What follows belongs to an exercise in optimizing a design on an open flow for small area and a short achievable clock period; a production flow would make more cautious choices.
Function was not checked in any run shown here: the RTL went through the layout flow alone.
Power and IR drop assume default switching activity.

==> design.v <==
module LOG2_FIXED_POINT
          (i_CLK,
           i_RSTn,
           i_VALID,
           i_DATA_VALID,
           i_DATA,
           o_VALID,
           o_LOG2_VALID,
           o_LOG2);
  input   i_CLK;
  input   i_RSTn;
  input   i_VALID;
  input   i_DATA_VALID;
  input   [15:0] i_DATA;   
  output  o_VALID;
  output  o_LOG2_VALID;
  output  signed [18:0] o_LOG2;   
  wire [15:0] x  = i_DATA;
  wire        p3 = |x[15:8];
  wire [15:3] y1 = p3 ? x[15:3] : {x[7:0], 5'b0};
  wire        p2 = |y1[15:12];
  wire [15:7] y2 = p2 ? y1[15:7] : y1[11:3];
  wire        p1 = |y2[15:14];
  wire [15:9] y3 = p1 ? y2[15:9] : y2[13:7];
  reg  [15:9] r_y3;    
  reg  [3:1]  r_p;     
  reg         r_vld;   
  always @(posedge i_CLK or negedge i_RSTn)
    if (!i_RSTn)
      r_vld <= 1'b0;
    else if (i_VALID)
      r_vld <= i_DATA_VALID;
  always @(posedge i_CLK)
    if (i_VALID) begin
      r_y3 <= y3;
      r_p  <= {p3, p2, p1};
    end
  wire        p0   = r_y3[15];
  wire [4:0]  r_m  = p0 ? r_y3[14:10] : r_y3[13:9];    
  wire        zero = ~p0 & ~r_y3[14];
  wire [4:0]  r_ip = zero ? 5'b11000 : {1'b0, r_p, p0} - 5'd7;
  localparam [31:0] TBIT0 = 32'hf77f0002;
  localparam [31:0] TBIT1 = 32'h05051774;
  localparam [31:0] TBIT2 = 32'h06531afa;
  localparam [31:0] TBIT3 = 32'had30e356;
  localparam [31:0] TBIT4 = 32'h630ffc64;
  localparam [31:0] TBIT5 = 32'hb5aaaad2;
  localparam [31:0] TBIT6 = 32'hc6333364;
  localparam [31:0] TBIT7 = 32'hf83c3c78;
  localparam [31:0] TBIT8 = 32'hffc03f80;
  localparam [31:0] TBIT9 = 32'hffffc000;
  wire [9:0] t = {TBIT9[r_m], TBIT8[r_m], TBIT7[r_m], TBIT6[r_m], TBIT5[r_m],
                  TBIT4[r_m], TBIT3[r_m], TBIT2[r_m], TBIT1[r_m], TBIT0[r_m]};
  assign o_LOG2       = {{4{r_ip[4]}}, r_ip, t};
  assign o_LOG2_VALID = r_vld;
  assign o_VALID      = i_VALID;
endmodule   
==> flow/run.sh <==
#!/bin/bash
# Own layout flow: synthesis with an area-oriented ABC script, then the standard flow's
# standard ORFS layout from that netlist, with minimum-size port buffers.
set -euo pipefail
here=$(pwd)
YOSYS=$FLOW_HOME/../tools/install/yosys/bin/yosys
LIB=$FLOW_HOME/platforms/sky130hd/lib/sky130_fd_sc_hd__tt_025C_1v80.lib
DU="-dont_use *probe* -dont_use *lpflow* -dont_use *clkdly* -dont_use *dlygate* -dont_use *dlymetal*"
mkdir -p syn
cat > syn/synth.ys <<EOS
read_liberty -lib $LIB
read_verilog -defer $FLOW_DESIGN
hierarchy -check -top $FLOW_TOP
synth -flatten -nofsm -noshare -top $FLOW_TOP
opt -purge
dfflibmap -liberty $LIB $DU
opt
abc -script $here/flow/area.abc -liberty $LIB $DU
setundef -zero
splitnets
opt_clean -purge
hilomap -singleton -hicell sky130_fd_sc_hd__conb_1 HI -locell sky130_fd_sc_hd__conb_1 LO
insbuf -buf sky130_fd_sc_hd__buf_1 A X
rename -hide w:*\$func\$*
check -assert -mapped
tee -o $here/syn/stat.txt stat -liberty $LIB
write_verilog -noattr -nohex -nodec $here/syn/netlist.v
EOS
$YOSYS -l syn/yosys.log -q syn/synth.ys > /dev/null
bash standard.sh SYNTH_NETLIST_FILES=$here/syn/netlist.v \
  "BUFFER_PORTS_ARGS=-buffer_cell sky130_fd_sc_hd__buf_1" \
  ${FLOW_EXTRA:-} finish > standard.log 2>&1
==> flow/area.abc <==
strash; &get -n; &deepsyn -T 30; &put; dch -f; map -D 1600; topo; buffer -p; upsize -D 1600; dnsize -D 1600; topo
==> standard.sh <==
#!/bin/bash
# synth_recipe.tcl (not shown) runs the flow's synth.tcl, then flattens the netlist and writes it again
# the make line also repeats each setting of config.mk as NAME=value (left out here)
make -C /OpenROAD-flow-scripts/flow DESIGN_CONFIG=/design/flow/config.mk WORK_HOME=/design/flow/orfs CLKGATE_MAP_FILE= SYNTH_SCRIPT=/design/flow/synth_recipe.tcl "${@:-finish}"
==> config.mk <==
export PLATFORM = sky130hd
export DESIGN_NAME = LOG2_FIXED_POINT
export DESIGN_NICKNAME = LOG2_FIXED_POINT
export VERILOG_FILES = /design/flow/design.v
export SDC_FILE = /design/flow/constraint.sdc
export NUM_CORES = 4
export LEC_CHECK = 0
export CAP_MARGIN = 20
export CORE_MARGIN = 2
export CORE_UTILIZATION = 20
export SLEW_MARGIN = 20
==> constraint.sdc <==
create_clock -name core_clock -period 4.0 [get_ports {i_CLK}]
set_input_delay 0.8000 -clock core_clock [delete_from_list [all_inputs] [get_ports {i_CLK}]]
set_output_delay 0.8000 -clock core_clock [all_outputs]
set_load 0.01 [all_outputs]
==> impl_metrics.tcl, run 1 <==
set metrics [dict create \
    outcome "no timing/DRC/antenna violations" \
    path_delay_family "buffers and inverters" \
    syn_inst 151 \
    drtAntennaViolNets 0 \
    avgRoutedWirePerCell_microns 9.594 \
    cts_hold_buf 0 \
    drt_iter0_drc 122 \
    setup_viol 0 \
    crit_path_max_fanout 7 \
    maxCapViolations 0 \
    cp_cell_sequence "clkbuf_2, buf_4, inv_1, a21boi_0, buf_4, a41oi_1, o21ai_1, nand2_1, nand2_1, nand3_1, nand2_1, nor2_1, o21ai_1, nand3_1, a21oi_1, buf_1" \
    ys_warn_count 0 \
    fin_skew_ns 0 \
    peakVddDrop_v 0.0001215 \
    arrival_ns 2.79 \
    max-slew-margin-rel 0.5926 \
    drive_gt1_frac 0.09278 \
    whs_ns 0.3263 \
    cp-start-kind "flop" \
    gp_congestion 0.9278 \
    p_total_w 0.0004773 \
    io_buffers 40 \
    hold_viol 0 \
    power_density_mw_per_mm2 363.0 \
    cts.path.max_buffers 2 \
    synth_area_sq_mm 0.001006 \
    die_area_sq_mm 0.005613 \
    core_sq_mm 0.004786 \
    place_hpwl_microns 2080 \
    drc 0 \
    dr.pass1.iters 6 \
    cp_num_buf_inv 5 \
    cpMaxStageDelayCell "edfxtp_1" \
    clock_latency_ns 0.23 \
    rsz0062_at_grt "false" \
    min_path_type "primary input to asynchronous set/reset pin" \
    io_pins 41 \
    cts_root_buffer "clkbuf_8" \
    post_drt_via_cell_ratio 4.402 \
    fillers 552 \
    dieWidth_microns 74.92 \
    cts-htree-levels 1 \
    rrSetupSlack_ns 3.26 \
    critPathCaptureType "primary output" \
    crit_path_frequent_cell "nand2_1" \
    slew_violations 0 \
    cts_made_buffers 3 \
    grt_util_all_layers 0.09166 \
    place_inst 254 \
    cts_tree "yes" \
    grt_pass1_wl_microns 4105 \
    overflow 0 \
    syn_area_per_cell_sq_um 6.662 \
    worstSetupPathType "flop to primary output" \
    fmax_ghz 0.2788 \
    max_stage_delay_ns 0.49 \
    cts_sinks 11 \
    fin_setup_tns_ns 0 \
    grt_pass1_vias 1006 \
    synthToLayoutAreaGrowth_pct 30.72 \
    nets 215 \
    row_count 25 \
    antenna_found_initial 0 \
    start_util 0.2102 \
    required_ns 3.20 \
    period_share 0.8968 \
    wl_microns 2504 \
    worst_pin_slew_ns 0.6110 \
    final_cells 261 \
    die_height_microns 74.92 \
    min_period_ns 3.587 \
    routed-via-count 1149 \
    p_leak_nw 0.5608 \
    clk_pin_slew_ns 0.05 \
    syn_nets 171 \
    grt_max_degree 17 \
    insertedDiodeCount 0 \
]
[per-layer routing]
layer,up-vias,global-route usage,part of all wire
li1,598,-,-
met1,499,0.1166,0.42
met5,-,0,0
met3,8,0.01339,0.065
met2,44,0.1589,0.50
met4,0,0.02976,0.011
[path summary, 6_finish.rpt]
check,end,cells after the start,start
setup / recovery,o_LOG2[0],16,flop
hold / removal,asynchronous set/reset pin,1,i_RSTn
setup reg to reg,flop,1,flop
hold reg to reg,flop,1,flop
max in group asynchronous,asynchronous set/reset pin,1,i_RSTn
min in group core_clock,flop,1,flop
[cell type report]
type                            instances  area (sq um)  area share
Sequential cell                        11         325.3      0.2474
Clock buffer                            4         45.04     0.03425
Multi-Input combinational cell        111         589.3      0.4481
Tap cell                               67         83.83     0.06375
Timing Repair Buffer                   45         185.2      0.1408
Inverter                               23         86.33     0.06565
[cells in the final DEF, fill, tap and decap left out, types with 3 or more instances in the layout]
master    count
buf_1        40
nand2_1      28
inv_1        21
o21ai_0      16
nor2_1       15
a21oi_1      15
edfxtp_1     10
nand3_1       6
buf_4         4
o21ai_1       3
nor3_1        3
clkbuf_8      3
[repair_timing]
item / CTS / global route
buffers inserted: 0 / 3
gates resized for setup: 0 / 4
setup endpoints to repair: 0 / 2
[where the power goes]
group / total, W / internal (W) / switching [W]
Combinational: 0.000225 / 0.0000805 / 0.000145
Clock: 0.000105 / 0.0000695 / 0.0000360
Sequential: 0.000146 / 0.000138 / 0.00000817
[through the flow]
stage / setup slack (ns) / utilization / cell area (sq um)
after floorplan: 0.7345 / - / 1006
after global placement: 0.4593 / 0.2575 / 1232
after detailed placement: 0.4105 / 0.2575 / 1232
after CTS: 0.1492 / 0.2669 / 1277
after global routing: 0.02684 / 0.2748 / 1315
final: 0.4127 / 0.2748 / 1315
==> run 2: changes to the inputs <==
==> design.v (replaced) <==
module LOG2_NORM (x, m, ip);
  input  [15:0] x;
  output [4:0]  m;     
  output [4:0]  ip;    
  wire        a3 = |x[15:12];
  wire        a2 = |x[11:8];
  wire        a1 = |x[7:4];
  wire        a0 = |x[3:0];
  wire [15:7] w  = a3 ? x[15:7] :
                   a2 ? x[11:3] :
                   a1 ? {x[7:0], 1'b0} : {x[3:0], 5'b0};
  assign      m  = w[15] ? w[14:10] :
                   w[14] ? w[13:9] :
                   w[13] ? w[12:8] : w[11:7];
  wire        p3 = a3 | a2;
  wire        p2 = a3 | (~a2 & a1);
  wire        p1 = w[15] | w[14];
  wire        p0 = w[15] | (~w[14] & w[13]);
  wire        zero = ~(a3 | a2 | a1 | a0);
  assign ip = zero ? 5'b11000 : {1'b0, p3, p2, p1, p0} - 5'd7;
endmodule   
module LOG2_TABLE (m, t);
  input  [4:0] m;
  output [9:0] t;
  localparam [31:0] TBIT0 = 32'hf77f0002;
  localparam [31:0] TBIT1 = 32'h05051774;
  localparam [31:0] TBIT2 = 32'h06531afa;
  localparam [31:0] TBIT3 = 32'had30e356;
  localparam [31:0] TBIT4 = 32'h630ffc64;
  localparam [31:0] TBIT5 = 32'hb5aaaad2;
  localparam [31:0] TBIT6 = 32'hc6333364;
  localparam [31:0] TBIT7 = 32'hf83c3c78;
  localparam [31:0] TBIT8 = 32'hffc03f80;
  localparam [31:0] TBIT9 = 32'hffffc000;
  assign t = {TBIT9[m], TBIT8[m], TBIT7[m], TBIT6[m], TBIT5[m],
              TBIT4[m], TBIT3[m], TBIT2[m], TBIT1[m], TBIT0[m]};
endmodule   
module LOG2_FIXED_POINT
          (i_CLK,
           i_RSTn,
           i_VALID,
           i_DATA_VALID,
           i_DATA,
           o_VALID,
           o_LOG2_VALID,
           o_LOG2);
  input   i_CLK;
  input   i_RSTn;
  input   i_VALID;
  input   i_DATA_VALID;
  input   [15:0] i_DATA;   
  output  o_VALID;
  output  o_LOG2_VALID;
  output  signed [18:0] o_LOG2;   
  wire [4:0] m;       
  wire [4:0] ip;      
  wire [9:0] t;       
  LOG2_NORM u_norm (.x(i_DATA), .m(m), .ip(ip));
  reg  [4:0] r_m;
  reg  [4:0] r_ip;
  reg        r_vld;   
  always @(posedge i_CLK or negedge i_RSTn)
    if (!i_RSTn)
      r_vld <= 1'b0;
    else if (i_VALID)
      r_vld <= i_DATA_VALID;
  always @(posedge i_CLK)
    if (i_VALID) begin
      r_m  <= m;
      r_ip <= ip;
    end
  LOG2_TABLE u_table (.m(r_m), .t(t));
  assign o_LOG2       = {{4{r_ip[4]}}, r_ip, t};
  assign o_LOG2_VALID = r_vld;
  assign o_VALID      = i_VALID;
endmodule   
==> flow/area.abc (replaced) <==
strash; dc2; dch -f; map -D 1000; topo; buffer -p; upsize -D 1000; dnsize -D 1000; topo
==> run 2 against run 1 <==
Effect of this change: die area up 6.2%; register-to-register slack about the same; clock power about the same; routed wire length up 16%; sequential cell count unchanged; synthesized cell count up 6.0%; clock skew unchanged; total power down 14%; sequential share of layout area down 0.26 points; hold slack worse by 0.0052 ns; setup slack better by 0.92 ns; largest cell class unchanged.
==> impl_metrics.tcl, run 2 <==
set metrics [dict create \
    outcome "no timing/DRC/antenna violations" \
    core_sq_mm 0.005140 \
    drt_iter0_drc 71 \
    overflow 0 \
    required_ns 3.20 \
    critPathCaptureType "primary output" \
    cts_tree "yes" \
    routed-via-count 1264 \
    cts_hold_buf 0 \
    cts-htree-levels 1 \
    post_drt_via_cell_ratio 4.734 \
    place_hpwl_microns 2321 \
    drc 0 \
    postCtsSetupBuffers 0 \
    cts_root_buffer "clkbuf_8" \
    max-slew-margin-rel 0.5859 \
    peakVddDrop_v 0.0001043 \
    worstSetupPathType "flop to primary output" \
    grt_util_all_layers 0.09729 \
    power_density_mw_per_mm2 307.8 \
    die_height_microns 77.22 \
    worst_pin_slew_ns 0.6212 \
    insertedDiodeCount 0 \
    setup_viol 0 \
    fmax_ghz 0.3750 \
    fin_skew_ns 0 \
    io_buffers 40 \
    cts.path.max_buffers 2 \
    final_common_cell "buf_1" \
    syn_nets 180 \
    gp_congestion 0.8985 \
    row_count 26 \
    p_leak_nw 0.4731 \
    rrSetupSlack_ns 3.26 \
    grt_pass1_wl_microns 4926 \
    fin_setup_tns_ns 0 \
    period_share 0.6666 \
    final_util 0.2585 \
    crit_path_max_fanout 10 \
    wl_microns 2915 \
    layout_common_cells "40 x buf_1, 34 x nor2_1, 29 x a21oi_1, 16 x nand2_1, 11 x inv_1" \
    dieWidth_microns 77.22 \
    cts_sinks 11 \
    min_period_ns 2.666 \
    arrival_ns 1.87 \
    clk_pin_slew_ns 0.05 \
    clock_latency_ns 0.23 \
    place_area_sq_mm 0.001284 \
    hold_viol 0 \
    drive_gt1_frac 0.06599 \
    cp-start-kind "flop" \
    maxCapViolations 0 \
    cts_resized 0 \
    avgRoutedWirePerCell_microns 10.92 \
    grt_max_degree 14 \
    syn_area_per_cell_sq_um 6.702 \
    rsz0062_at_grt "false" \
    r2r_cells 1 \
    nets 218 \
    ys_warn_count 0 \
    syn_inst 160 \
    layout_setup_ws_ns 1.334 \
    grt_pass1_vias 1152 \
    io_pins 41 \
    die_area_sq_mm 0.005963 \
    slew_violations 0 \
    dp_worst_setup_slack_ns 1.189 \
    synthToLayoutAreaGrowth_pct 23.92 \
    drtAntennaViolNets 0 \
    dr.pass1.iters 4 \
    antenna_found_initial 0 \
    synth_area_sq_mm 0.001072 \
    start_util 0.2086 \
    cts_made_buffers 3 \
    stdcell_area_sq_mm 0.001329 \
    min_path_type "primary input to asynchronous set/reset pin" \
]
==> run 2: changes by cell type in the layout (fill, tap and decap cells not counted), sizes merged, moves of 4 or more <==
cell	before	now
nand2	29	17
nor2	17	35
nor3	3	7
buf	44	40
inv	23	15
o21ai	20	10
a22oi	0	6
a21oi	15	29
==> run 2: cell type report <==
| cell class | instances | area [sq um] |
|---|---|---|
| clock buffers | 4 | 45.04 |
| flip-flops and latches | 11 | 325.3 |
| repair buffers | 40 | 150.1 |
| well taps | 70 | 87.58 |
| inverters | 16 | 60.06 |
| fillers | 598 | 3811 |
| multi-input cells | 126 | 660.6 |
==> run 2: how the worst max path moves through the flow <==
stage | to | cells after the start | startpoint | slack [ns]
2_1_floorplan | flop | 8 | i_DATA[13] | 1.84
3_3_place_gp | flop | 9 | i_DATA[13] | 1.21
3_5_place_dp | flop | 9 | i_DATA[13] | 1.19
4_1_cts | o_LOG2[7] | 5 | flop | 1.37
5_1_grt | o_LOG2[7] | 5 | flop | 1.18
6_report | o_LOG2[7] | 5 | flop | 1.33
==> run 2: layer usage <==
layer  GRT usage  part of all wire
met1      0.1266              0.47
met2      0.1591              0.44
met3     0.01176             0.072
met4     0.04643             0.016
met5           0                 0
==> run 2: report_power, final <==
part           internal [W]  total (W)  switching, W
clock             0.0000695   0.000106     0.0000363
combinational     0.0000515   0.000151     0.0000994
sequential         0.000139   0.000152     0.0000131
total              0.000260   0.000409      0.000149
==> run 2: per-stage QoR <==
stage	std cells	power, W	hold slack, ns
CTS	267	0.0004130	0.3121
global placement	263	0.0003043	0.4896
finish	267	0.0004090	0.3211
global route	267	0.0004423	0.3183
floorplan	160	0.0002529	0.5044
detailed placement	263	0.0003039	0.5028
==> run 2: worst max-delay path, stage by stage (launching register included) <==
cell	delay, ns
edfxtp_1	0.55
clkinv_1	0.32
nor2_1	0.27
a221oi_1	0.12
nor3_1	0.19
buf_1	0.18
==> run 3: changes to the inputs <==
--- a/flow/run.sh
+++ b/flow/run.sh
@@ -1,5 +1,6 @@
 #!/bin/bash
-# Own layout flow: synthesis with an area-oriented ABC script, then the standard flow's
-# standard ORFS layout from that netlist, with minimum-size port buffers.
+# Own layout flow: synthesis with a delay-targeted ABC script, then the standard flow's
+# standard ORFS layout from that netlist, with minimum-size port buffers and a
+# small clock tree.
 set -euo pipefail
 here=$(pwd)
@@ -28,5 +29,7 @@
 EOS
 $YOSYS -l syn/yosys.log -q syn/synth.ys > /dev/null
+CK=sky130_fd_sc_hd__clkbuf_4
 bash standard.sh SYNTH_NETLIST_FILES=$here/syn/netlist.v \
   "BUFFER_PORTS_ARGS=-buffer_cell sky130_fd_sc_hd__buf_1" \
-  ${FLOW_EXTRA:-} finish > standard.log 2>&1
+  "CTS_ARGS=-sink_clustering_enable -repair_clock_nets -buf_list $CK -root_buf $CK -sink_clustering_size 30 -sink_clustering_max_diameter 300 -dont_use_dummy_load" \
+  finish > standard.log 2>&1
==> run 3 against run 2 <==
Effect of this change: still clean on timing, DRC and antenna; non-clock buffer count stayed put; sequential cell count stayed put; sequential share of layout area is 0.42 points higher; hold slack worse by 0.032 ns; cell count is 0.37% lower; die area stayed put; total power is 9.8% lower; first-iteration DRC count is 15% lower; combinational power hardly changed; largest cell class unchanged; largest power group unchanged.
==> impl_metrics.tcl, run 3 <==
set metrics [dict create \
    outcome "no timing/DRC/antenna violations" \
    nets 218 \
    met2WireLength_microns 1292 \
    min_period_ns 2.693 \
    cts_sinks 11 \
    route.met3.wl_microns 229 \
    stdcell_area_sq_mm 0.001306 \
    place_area_sq_mm 0.001284 \
    row_count 26 \
    antenna_found_initial 0 \
    gp_congestion 0.8985 \
    final_common_cell "buf_1" \
    crit_path_max_fanout 10 \
    syn_nets 180 \
    cts_hold_buf 0 \
    place_hpwl_microns 2321 \
    peakVddDrop_v 0.00008507 \
    insertedDiodeCount 0 \
    fin_setup_tns_ns 0 \
    required_ns 3.20 \
    fmax_ghz 0.3714 \
    critPathCaptureType "primary output" \
    clock_latency_ns 0.26 \
    core_sq_mm 0.005140 \
    io_buffers 40 \
    cp-start-kind "flop" \
    die_area_sq_mm 0.005963 \
    fillers 602 \
    wl_met1_microns 1330 \
    drc 0 \
    hold_viol 0 \
    start_util 0.2086 \
    cpMaxStageDelayCell "edfxtp_1" \
    cts_tree "yes" \
    worstSetupPathType "flop to primary output" \
    layout_common_cells "40 x buf_1, 34 x nor2_1, 29 x a21oi_1, 16 x nand2_1, 11 x inv_1" \
    fin_skew_ns 0 \
    dieWidth_microns 77.22 \
    wl_microns 2887 \
    io_pins 41 \
    post_drt_via_cell_ratio 4.741 \
    syn_inst 160 \
    routed-via-count 1261 \
    power_density_mw_per_mm2 282.4 \
    synth_area_sq_mm 0.001072 \
    max_stage_delay_ns 0.55 \
    min_path_type "primary input to asynchronous set/reset pin" \
    drtAntennaViolNets 0 \
    cp_cell_sequence "clkinv_1, nor2_1, a221oi_1, nor3_1, buf_1" \
    r2r_cells 1 \
    rsz0062_at_grt "false" \
    cts-htree-levels 1 \
    cts_root_buffer "clkbuf_4" \
    arrival_ns 1.89 \
    worst_pin_slew_ns 0.6007 \
    clk_pin_slew_ns 0.06 \
    p_leak_nw 0.4642 \
    syn_area_per_cell_sq_um 6.702 \
    postCtsSetupBuffers 0 \
    overflow 0 \
    drt_iter0_drc 60 \
    ys_warn_count 0 \
    cts.path.max_buffers 2 \
    period_share 0.6732 \
    max-slew-margin-rel 0.5995 \
    cts_resized 0 \
    top_layer "met4" \
    dr.pass1.iters 4 \
    grt_max_degree 14 \
    grt_pass1_vias 1156 \
    grt_util_all_layers 0.09606 \
    maxCapViolations 0 \
    slew_violations 0 \
    setup_viol 0 \
    drive_gt1_frac 0.06633 \
    die_height_microns 77.22 \
    cts_made_buffers 3 \
    synthToLayoutAreaGrowth_pct 21.82 \
    grt_pass1_wl_microns 4905 \
    avgRoutedWirePerCell_microns 10.85 \
]
-- run 3: critical path: cells and delay by family, from the launching register on --
kind                   cells  cell delay [ns]
AO/OA/AOI/OAI              1             0.12
AND/OR/NAND/NOR            2             0.46
buffers and inverters      2             0.50
flip-flops                 1             0.55
-- run 3: final cells by class --
cell class	count	area, sq um	area share
multi-input combinational	126	660.6	0.5057
inverter	16	60.06	0.04598
sequential	11	325.3	0.2490
clock buffer	3	22.52	0.01724
tap	70	87.58	0.06705
timing repair buffer	40	150.1	0.1149
-- run 3: final timing paths --
kind                       startpoint                         end  slack (ns)
setup / recovery                 flop                   o_LOG2[7]        1.31
hold / removal                 i_RSTn  asynchronous set/reset pin        0.29
setup reg to reg                 flop                        flop        3.26
hold reg to reg                  flop                        flop        0.51
max in group asynchronous      i_RSTn  asynchronous set/reset pin        3.62
min in group core_clock          flop                        flop        0.51
-- run 3: power breakdown --
part / internal (W) / leakage [nW] / switching [W]
clock: 0.0000346 / 0.0138 / 0.0000319
sequential: 0.000139 / 0.109 / 0.0000131
combinational: 0.0000515 / 0.341 / 0.0000990
-- run 3: through the flow --
stage | instances | util | worst slack (ns) | total power (W) | hold WS [ns]
floorplan | 160 | - | 1.835 | 0.0002529 | 0.5044
CTS | 266 | 0.2541 | 1.335 | 0.0003727 | 0.2781
global route | 266 | 0.2541 | 1.136 | 0.0004008 | 0.2833
detailed placement | 263 | 0.2498 | 1.189 | 0.0003039 | 0.5028
finish | 266 | 0.2541 | 1.307 | 0.0003688 | 0.2888
global placement | 263 | 0.2498 | 1.212 | 0.0003043 | 0.4896
-- run 3: per-layer routing --
layer  track usage  vias to the layer above
met1        0.1252                      548
met4       0.04107                        0
met2        0.1591                       58
met3       0.01176                        6
met5             0                        -
li1              -                      649
==> run 4: changes to the inputs <==
--- a/config.mk
+++ b/config.mk
@@ -8,4 +8,5 @@
 export CAP_MARGIN = 20
 export CORE_MARGIN = 2
-export CORE_UTILIZATION = 20
+export CORE_UTILIZATION = 45
+export PLACE_DENSITY = 0.7
 export SLEW_MARGIN = 20
==> run 4 against run 3 <==
Effect of this change: first-iteration DRC count increased by 3.3%; total power grew 0.92%; core utilization increased by 31 points; die area shrank 53%; sequential power about the same; cell count is 15% lower; clock skew unchanged; sequential cell count did not move; register-to-register slack about the same; non-clock buffer count increased by 1; hold slack better by 0.0073 ns; routed wire length up 0.69%; largest cell class unchanged; largest power group unchanged; highest routed layer is now met3.
==> impl_metrics.tcl, run 4 <==
set metrics [dict create \
    cts-htree-levels 1 \
    io_buffers 40 \
    drive_gt1_frac 0.07107 \
    syn_area_per_cell_sq_um 6.702 \
    cts_tree "yes" \
    grt.busiest_layer "met2" \
    post_drt_via_cell_ratio 5.733 \
    fmax_ghz 0.3578 \
    clock_latency_ns 0.25 \
    syn_nets 180 \
    place_hpwl_microns 2244 \
    netSwitchingFraction 0.3944 \
    cts_sinks 11 \
    p_clk_frac 0.181 \
    postCtsSetupBuffers 0 \
    min_path_type "primary input to asynchronous set/reset pin" \
    avgRoutedWirePerCell_microns 12.92 \
    nets 219 \
    whs_ns 0.2960 \
    ys_warn_count 0 \
    worstSetupPathType "flop to primary output" \
    drt_iter0_drc 62 \
    crit_path_max_fanout 10 \
    gp_congestion 0.9686 \
    antenna_found_initial 0 \
    gr-usage-met3 0.04286 \
    grt_max_degree 14 \
    drc 0 \
    row_count 17 \
    insertedDiodeCount 0 \
    cts_made_buffers 3 \
    wl_microns 2907 \
    cp-start-kind "flop" \
    syn_inst 160 \
    cts_root_buffer "clkbuf_4" \
    worst_pin_slew_ns 0.4966 \
    setup_viol 0 \
    dr.pass1.iters 4 \
    die_area_sq_mm 0.002789 \
    final_common_cell "buf_1" \
    final_util 0.5647 \
    arrival_ns 2.00 \
    outcome "no timing/DRC/antenna violations" \
    fin_skew_ns 0 \
    overflow 0 \
    p_sw_w 0.0001468 \
    max-slew-margin-rel 0.6680 \
    p_leak_nw 0.4690 \
    use_met2 0.4000 \
    die_height_microns 52.82 \
    fin_setup_tns_ns 0 \
    synth_area_sq_mm 0.001072 \
    cts_resized 0 \
    period_share 0.6988 \
    core_sq_mm 0.002233 \
    cts_hold_buf 0 \
    min_period_ns 2.795 \
    critPathCaptureType "primary output" \
    grt_pass1_wl_microns 4692 \
    required_ns 3.20 \
    io_pins 41 \
    grt_util_all_layers 0.2242 \
    synthToLayoutAreaGrowth_pct 17.62 \
    layout_common_cells "40 x buf_1, 34 x nor2_1, 29 x a21oi_1, 16 x nand2_1, 11 x inv_1" \
    maxCapViolations 0 \
    power_frac_seq 0.410 \
    rsz0062_at_grt "false" \
    dieWidth_microns 52.82 \
    routed-via-count 1290 \
    hold_viol 0 \
    comb_power_share 0.408 \
    power_density_mw_per_mm2 295.1 \
    peakVddDrop_v 0.0002138 \
    slew_violations 0 \
    intPower_w 0.0002254 \
    clk_pin_slew_ns 0.06 \
    drtAntennaViolNets 0 \
    start_util 0.4801 \
    grt_pass1_vias 1085 \
    cts.path.max_buffers 2 \
    grt_util_met1 0.2829 \
]
[run 4: power by group through the flow]
stage               sequential, W  clock [W]  combinational, W
global route             0.000155  0.0000752          0.000170
floorplan                0.000154          0         0.0000990
detailed placement       0.000155          0          0.000149
finish                   0.000153  0.0000675          0.000152
CTS                      0.000152  0.0000690          0.000150
global placement         0.000154          0          0.000147
[run 4: cell type report]
type,instances,area (sq um)
fillers,238,972.2
multi-input cells,126,660.6
flip-flops and latches,11,325.3
repair buffers,41,157.7
inverters,16,60.06
well taps,28,35.03
clock buffers,3,22.52
[run 4: routing by layer]
layer	vias to the layer above	routed length, microns
met3	0	172
li1	650	-
met2	64	1498
met5	-	0
met1	576	1237
met4	0	0
[run 4: per-stage QoR]
stage	instances	cell area [sq um]	total power, W	setup WS, ns
2_1_floorplan	160	1072	0.0002529	1.835
4_1_cts	225	1261	0.0003713	1.298
3_3_place_gp	222	1239	0.0003010	1.356
3_5_place_dp	222	1239	0.0003039	1.235
6_report	225	1261	0.0003722	1.205
5_1_grt	225	1261	0.0004005	1.098
[run 4: path summary, 6_finish.rpt]
check / to / slack (ns) / from / cells past startpoint
worst min register to register: flop / 0.51 / flop / 1
worst max-delay path: o_LOG2[7] / 1.20 / flop / 5
min in group core_clock: flop / 0.51 / flop / 1
worst min-delay path: asynchronous set/reset pin / 0.30 / i_RSTn / 1
worst max register to register: flop / 3.26 / flop / 1
max in group asynchronous: asynchronous set/reset pin / 3.61 / i_RSTn / 1
[run 4: critical path, cell delays in order, from the launching register on]
cell and delay (ns):
edfxtp_1 0.56, clkinv_1 0.33, nor2_1 0.30, a221oi_1 0.13
nor3_1 0.25, buf_1 0.18
==> run 5: changes to the inputs <==
--- a/config.mk
+++ b/config.mk
@@ -8,5 +8,5 @@
 export CAP_MARGIN = 20
 export CORE_MARGIN = 2
-export CORE_UTILIZATION = 45
-export PLACE_DENSITY = 0.7
+export CORE_UTILIZATION = 20
+export SETUP_SLACK_MARGIN = 1.6
 export SLEW_MARGIN = 20
==> run 5 against run 4 <==
Effect of this change: still clean; cell area increased by 20%; synthesized cell count did not move; area after synthesis stayed put; register-to-register slack about the same; global-route usage fell by 12 points; clock skew unchanged; via count increased by 3.9%.
==> impl_metrics.tcl, run 5 <==
set metrics [dict create \
    cp-start-kind "flop" \
    drive_gt1_frac 0.2524 \
    slew_violations 0 \
    min_period_ns 2.389 \
    fmax_ghz 0.4185 \
    synth_area_sq_mm 0.001072 \
    peakVddDrop_v 0.00008664 \
    multiInputGateArea_sq_um 743.2 \
    worstSetupPathType "flop to primary output" \
    die_area_sq_mm 0.005963 \
    insertedDiodeCount 0 \
    grt_max_degree 14 \
    syn_inst 160 \
    dieWidth_microns 77.22 \
    cts.path.max_buffers 2 \
    post_drt_via_cell_ratio 4.786 \
    routed-via-count 1340 \
    fillers 593 \
    arrival_ns 1.59 \
    hold_viol 0 \
    netSwitchingFraction 0.3946 \
    power_density_mw_per_mm2 275.0 \
    cts_tree "yes" \
    max-slew-margin-rel 0.5903 \
    cts_root_buffer "clkbuf_4" \
    gp_congestion 0.8985 \
    power_frac_seq 0.351 \
    fin_skew_ns 0 \
    overflow 0 \
    p_sw_w 0.0001639 \
    cts_hold_buf 0 \
    min_path_type "primary input to asynchronous set/reset pin" \
    grt_pass1_vias 1199 \
    synthToLayoutAreaGrowth_pct 40.84 \
    syn_nets 180 \
    io_pins 41 \
    maxCapViolations 0 \
    worst_pin_slew_ns 0.6146 \
    wl_microns 3258 \
    core_sq_mm 0.005140 \
    crit_path_max_fanout 6 \
    nets 232 \
    rsz0062_at_grt "true" \
    outcome "no timing/DRC/antenna violations" \
    critPathCaptureType "primary output" \
    clk_pin_slew_ns 0.06 \
    whs_ns 0.2892 \
    cts_sinks 11 \
    cts-htree-levels 1 \
    ys_warn_count 0 \
    clock_latency_ns 0.26 \
    required_ns 3.20 \
    r2r_cells 1 \
    setup_viol 0 \
    p_clk_frac 0.162 \
    final_common_cell "buf_1" \
    place_hpwl_microns 2321 \
    start_util 0.2086 \
    drtAntennaViolNets 0 \
    antenna_found_initial 0 \
    rrSetupSlack_ns 3.26 \
    dr.pass1.iters 4 \
    avgRoutedWirePerCell_microns 11.64 \
    cts_made_buffers 3 \
    regArea_sq_um 325.3 \
    drt_iter0_drc 63 \
    row_count 26 \
    die_height_microns 77.22 \
    drc 0 \
    syn_area_per_cell_sq_um 6.702 \
    io_buffers 40 \
    fin_setup_tns_ns 0 \
    intPower_w 0.0002515 \
    grt_util_all_layers 0.09975 \
    layout_common_cells "34 x buf_1, 28 x a21oi_1, 24 x nor2_1, 15 x nand2_1, 12 x buf_4" \
    grt_pass1_wl_microns 5112 \
    period_share 0.5973 \
    comb_power_share 0.488 \
    p_leak_nw 0.5601 \
]
==> run 5: cell count changes in the layout (fill, tap and decap cells not counted), moves of 4 or more <==
| cell | delta |
|---|---|
| buf_4 | +11 |
| nor2_1 | -10 |
| buf_1 | -6 |
| nor2_2 | +6 |
| inv_1 | -4 |
| inv_2 | +4 |
| nor2_4 | +4 |
==> run 5: area by class of cell <==
class	instances	share of cell area
repair buffers	54	0.1790
flip-flops and latches	11	0.2154
inverters	16	0.04060
well taps	70	0.05799
clock buffers	3	0.01491
multi-input cells	126	0.4921
==> run 5: routing by layer <==
layer	GRT usage	share of wire	vias to the layer above
met5	0	0	-
met4	0.03750	0.017	0
met3	0.01176	0.064	8
met2	0.1687	0.49	59
met1	0.1295	0.43	598
li1	-	-	675
==> run 5: timing repair <==
action,CTS,global route
setup buffers,6,8
hold endpoints to repair,0,0
pin swaps,0,6
gates resized for setup,5,33
cloned,0,0
endpoints found under the setup margin,14,14
==> run 5: worst max path at each step <==
stage | start | end | slack (ns) | cells past startpoint
global placement | i_DATA[13] | flop | 1.21 | 9
detailed placement | i_DATA[13] | flop | 1.19 | 9
global route | flop | o_LOG2[6] | 1.50 | 7
CTS | flop | o_LOG2[7] | 1.60 | 6
floorplan | i_DATA[13] | flop | 1.84 | 8
finish | flop | o_LOG2[6] | 1.61 | 7
==> run 5: power by group through the flow <==
stage	combinational [W]	clock (W)	sequential, W
after global routing	0.000224	0.0000766	0.000148
after global placement	0.000149	0	0.000155
after CTS	0.000166	0.0000708	0.000147
final	0.000202	0.0000671	0.000146
after floorplan	0.0000990	0	0.000154
after detailed placement	0.000150	0	0.000154
==> run 5: worst max-delay path: stages, from the launching register on <==
cell      delay, ns
edfxtp_1       0.43
inv_2          0.12
nor2_4         0.18
inv_2          0.09
nor2_2         0.11
inv_1          0.06
a32oi_1        0.17
buf_2          0.15
==> run 5: metrics by stage <==
stage / instance area (sq um) / total power, W / instances / worst slack (ns) / utilization
after floorplan: 1072 / 0.0002529 / 160 / 1.835 / -
after global placement: 1284 / 0.0003043 / 263 / 1.212 / 0.2498
after detailed placement: 1284 / 0.0003039 / 263 / 1.189 / 0.2498
after CTS: 1361 / 0.0003837 / 272 / 1.595 / 0.2648
after global routing: 1510 / 0.0004476 / 280 / 1.497 / 0.2938
final: 1510 / 0.0004154 / 280 / 1.611 / 0.2938
==> run 6: changes to the inputs <==
==> flow/area.abc (replaced) <==
strash; dc2; dch -f; map -a; topo
--- a/config.mk
+++ b/config.mk
@@ -9,4 +9,4 @@
 export CORE_MARGIN = 2
 export CORE_UTILIZATION = 20
-export SETUP_SLACK_MARGIN = 1.6
+export SETUP_SLACK_MARGIN = 1.3
 export SLEW_MARGIN = 20
==> run 6 against run 5 <==
Effect of this change: sequential power barely moved; largest cell class unchanged; cell area fell by 8.7%; routed wire length fell by 14%; global-route usage fell by 0.67 points; still clean.
==> impl_metrics.tcl, run 6 <==
set metrics [dict create \
    outcome "no timing/DRC/antenna violations" \
    io_buffers 40 \
    layout_setup_ws_ns 1.448 \
    routed-via-count 1245 \
    overflow 0 \
    cts_tree "yes" \
    fin_setup_tns_ns 0 \
    rrSetupSlack_ns 3.26 \
    synthToLayoutAreaGrowth_pct 34.39 \
    fin_skew_ns 0 \
    insertedDiodeCount 0 \
    max-slew-margin-rel 0.6235 \
    die_height_microns 75.63 \
    core_sq_mm 0.005042 \
    cts_root_buffer "clkbuf_4" \
    grt_pass1_vias 1031 \
    syn_inst 152 \
    drtAntennaViolNets 0 \
    gp_congestion 0.8684 \
    p_clk_frac 0.174 \
    post_drt_via_cell_ratio 4.594 \
    cts-htree-levels 1 \
    ys_warn_count 0 \
    grt_util_all_layers 0.09305 \
    power_density_mw_per_mm2 276.3 \
    dp_worst_setup_slack_ns 0.8811 \
    fmax_ghz 0.3918 \
    cts_sinks 11 \
    syn_area_per_cell_sq_um 6.750 \
    slew_violations 0 \
    period_share 0.6381 \
    comb_power_share 0.440 \
    min_period_ns 2.552 \
    worstSetupPathType "flop to primary output" \
    drive_gt1_frac 0.1343 \
    worst_pin_slew_ns 0.5647 \
    start_util 0.2035 \
    antenna_found_initial 0 \
    io_pins 41 \
    arrival_ns 1.75 \
    final_common_cell "buf_1" \
    rsz0062_at_grt "false" \
    drc 0 \
    grt_pass1_wl_microns 4305 \
    syn_nets 172 \
    grt_max_degree 13 \
    place_hpwl_microns 2158 \
    synth_area_sq_mm 0.001026 \
    critPathCaptureType "primary output" \
    clock_latency_ns 0.26 \
    required_ns 3.20 \
    power_frac_seq 0.386 \
    r2r_cells 1 \
    intPower_w 0.0002356 \
    p_sw_w 0.0001454 \
    hold_viol 0 \
    cp-start-kind "flop" \
    wl_microns 2811 \
    setup_viol 0 \
    nets 223 \
    layout_common_cells "40 x buf_1, 28 x nor2_1, 27 x a21oi_1, 16 x clkinv_1" \
    p_leak_nw 0.4615 \
    clk_pin_slew_ns 0.06 \
    cts_made_buffers 3 \
    crit_path_max_fanout 6 \
    netSwitchingFraction 0.3815 \
    maxCapViolations 0 \
    cts.path.max_buffers 2 \
    dieWidth_microns 75.63 \
    avgRoutedWirePerCell_microns 10.37 \
    peakVddDrop_v 0.00008680 \
    row_count 26 \
    drt_iter0_drc 44 \
    min_path_type "primary input to asynchronous set/reset pin" \
    die_area_sq_mm 0.005719 \
    dr.pass1.iters 4 \
]
run 6: cell types whose count changed in the layout (fill, tap and decap cells not counted), moves of 6 or more:
cell      change
clkinv_1     +16
inv_2         -6
nor2_2        -6
nand2_1       -6
inv_1         -7
buf_1         +6
run 6: timing repair:
action                                  4_1_cts  5_1_grt
pin swaps                                     1        1
hold buffers                                  0        0
gates resized for setup                       2        5
endpoints found under the setup margin        8       13
setup buffers                                 1        9
hold endpoints to repair                      0        0
run 6: power groups by stage:
stage          clock [W]  sequential [W]  combinational [W]
6_report       0.0000663        0.000147           0.000168
5_1_grt        0.0000744        0.000148           0.000191
4_1_cts        0.0000703        0.000151           0.000149
3_5_place_dp           0        0.000155           0.000145
3_3_place_gp           0        0.000155           0.000146
2_1_floorplan          0        0.000154          0.0000957
run 6: metal layers:
layer  track usage  share of wire
met2        0.1614           0.47
met1        0.1248           0.47
met3      0.007937          0.051
met5             0              0
met4       0.02339         0.0053
run 6: cell type report:
type	instances	area, sq um
well taps	70	87.58
multi-input cells	115	625.6
flip-flops and latches	11	325.3
fillers	560	3664
inverters	21	85.08
clock buffers	3	22.52
repair buffers	51	232.7
run 6: through the flow:
| stage | utilization | power (W) | hold WS (ns) | instance area, sq um | cells |
|---|---|---|---|---|---|
| finish | 0.2734 | 0.0003810 | 0.2925 | 1379 | 271 |
| global route | 0.2734 | 0.0004134 | 0.2824 | 1379 | 271 |
| CTS | 0.2578 | 0.0003705 | 0.2789 | 1300 | 262 |
| detailed placement | 0.2514 | 0.0002998 | 0.5017 | 1267 | 258 |
| global placement | 0.2514 | 0.0003015 | 0.4898 | 1267 | 258 |
| floorplan | - | 0.0002499 | 0.5044 | 1041 | 152 |
run 6: how the worst max path moves through the flow:
stage          cells after the start         to        from  slack [ns]
2_1_floorplan                      7       flop   i_DATA[5]        1.33
3_3_place_gp                      10       flop  i_DATA[15]        0.94
3_5_place_dp                      10       flop  i_DATA[15]        0.88
4_1_cts                           10       flop  i_DATA[12]        1.29
5_1_grt                            7  o_LOG2[0]        flop        1.31
6_report                           7  o_LOG2[6]        flop        1.45
run 6: worst max-delay path, stage by stage, from the launching register on:
cell and delay, ns:
edfxtp_1 0.40, clkinv_1 0.18, nor2_2 0.20, inv_2 0.08, nor2_1 0.15, clkinv_1 0.12
a32oi_1 0.19, buf_1 0.17

==> port drivers added, routing unchanged <==
The results above use ideal ports. As a check the final layouts listed here were re-extracted and re-timed, cells and wires unchanged. Step 1 assumes that a clkbuf_16 drives the clock port and a buf_2 every other input. Step 2 also shifts input and output timing later by t, the mid clock arrival at the registers, as if the neighbouring blocks saw the same clock. Three values: ideal, step 1, step 2; two values: the first two.
run | shift t [ns] | slack for setup (ns) | hold WS [ns] | worst setup path at the end
run 1 | 0.252 | 0.413 / 0.390 / 0.641 | 0.326 / 0.325 / 0.509 | register to output
run 2 | 0.254 | 1.334 / 1.311 / 1.156 | 0.321 / 0.324 / 0.509 | input to register
run 3 | 0.279 | 1.307 / 1.288 / 1.164 | 0.289 / 0.295 / 0.512 | input to register
run 4 | 0.272 | 1.205 / 1.189 / 1.158 | 0.296 / 0.305 / 0.513 | input to register
run 5 | 0.278 | 1.611 / 1.593 / 1.481 | 0.289 / 0.296 / 0.512 | input to register
run 6 | 0.277 | 1.448 / 1.430 / 1.180 | 0.292 / 0.298 / 0.511 | input to register
After both steps every run listed still meets setup and hold. The setup slack of run 6, which loses most, moves by -0.018 ns with the drivers and by -0.268 ns with both steps.
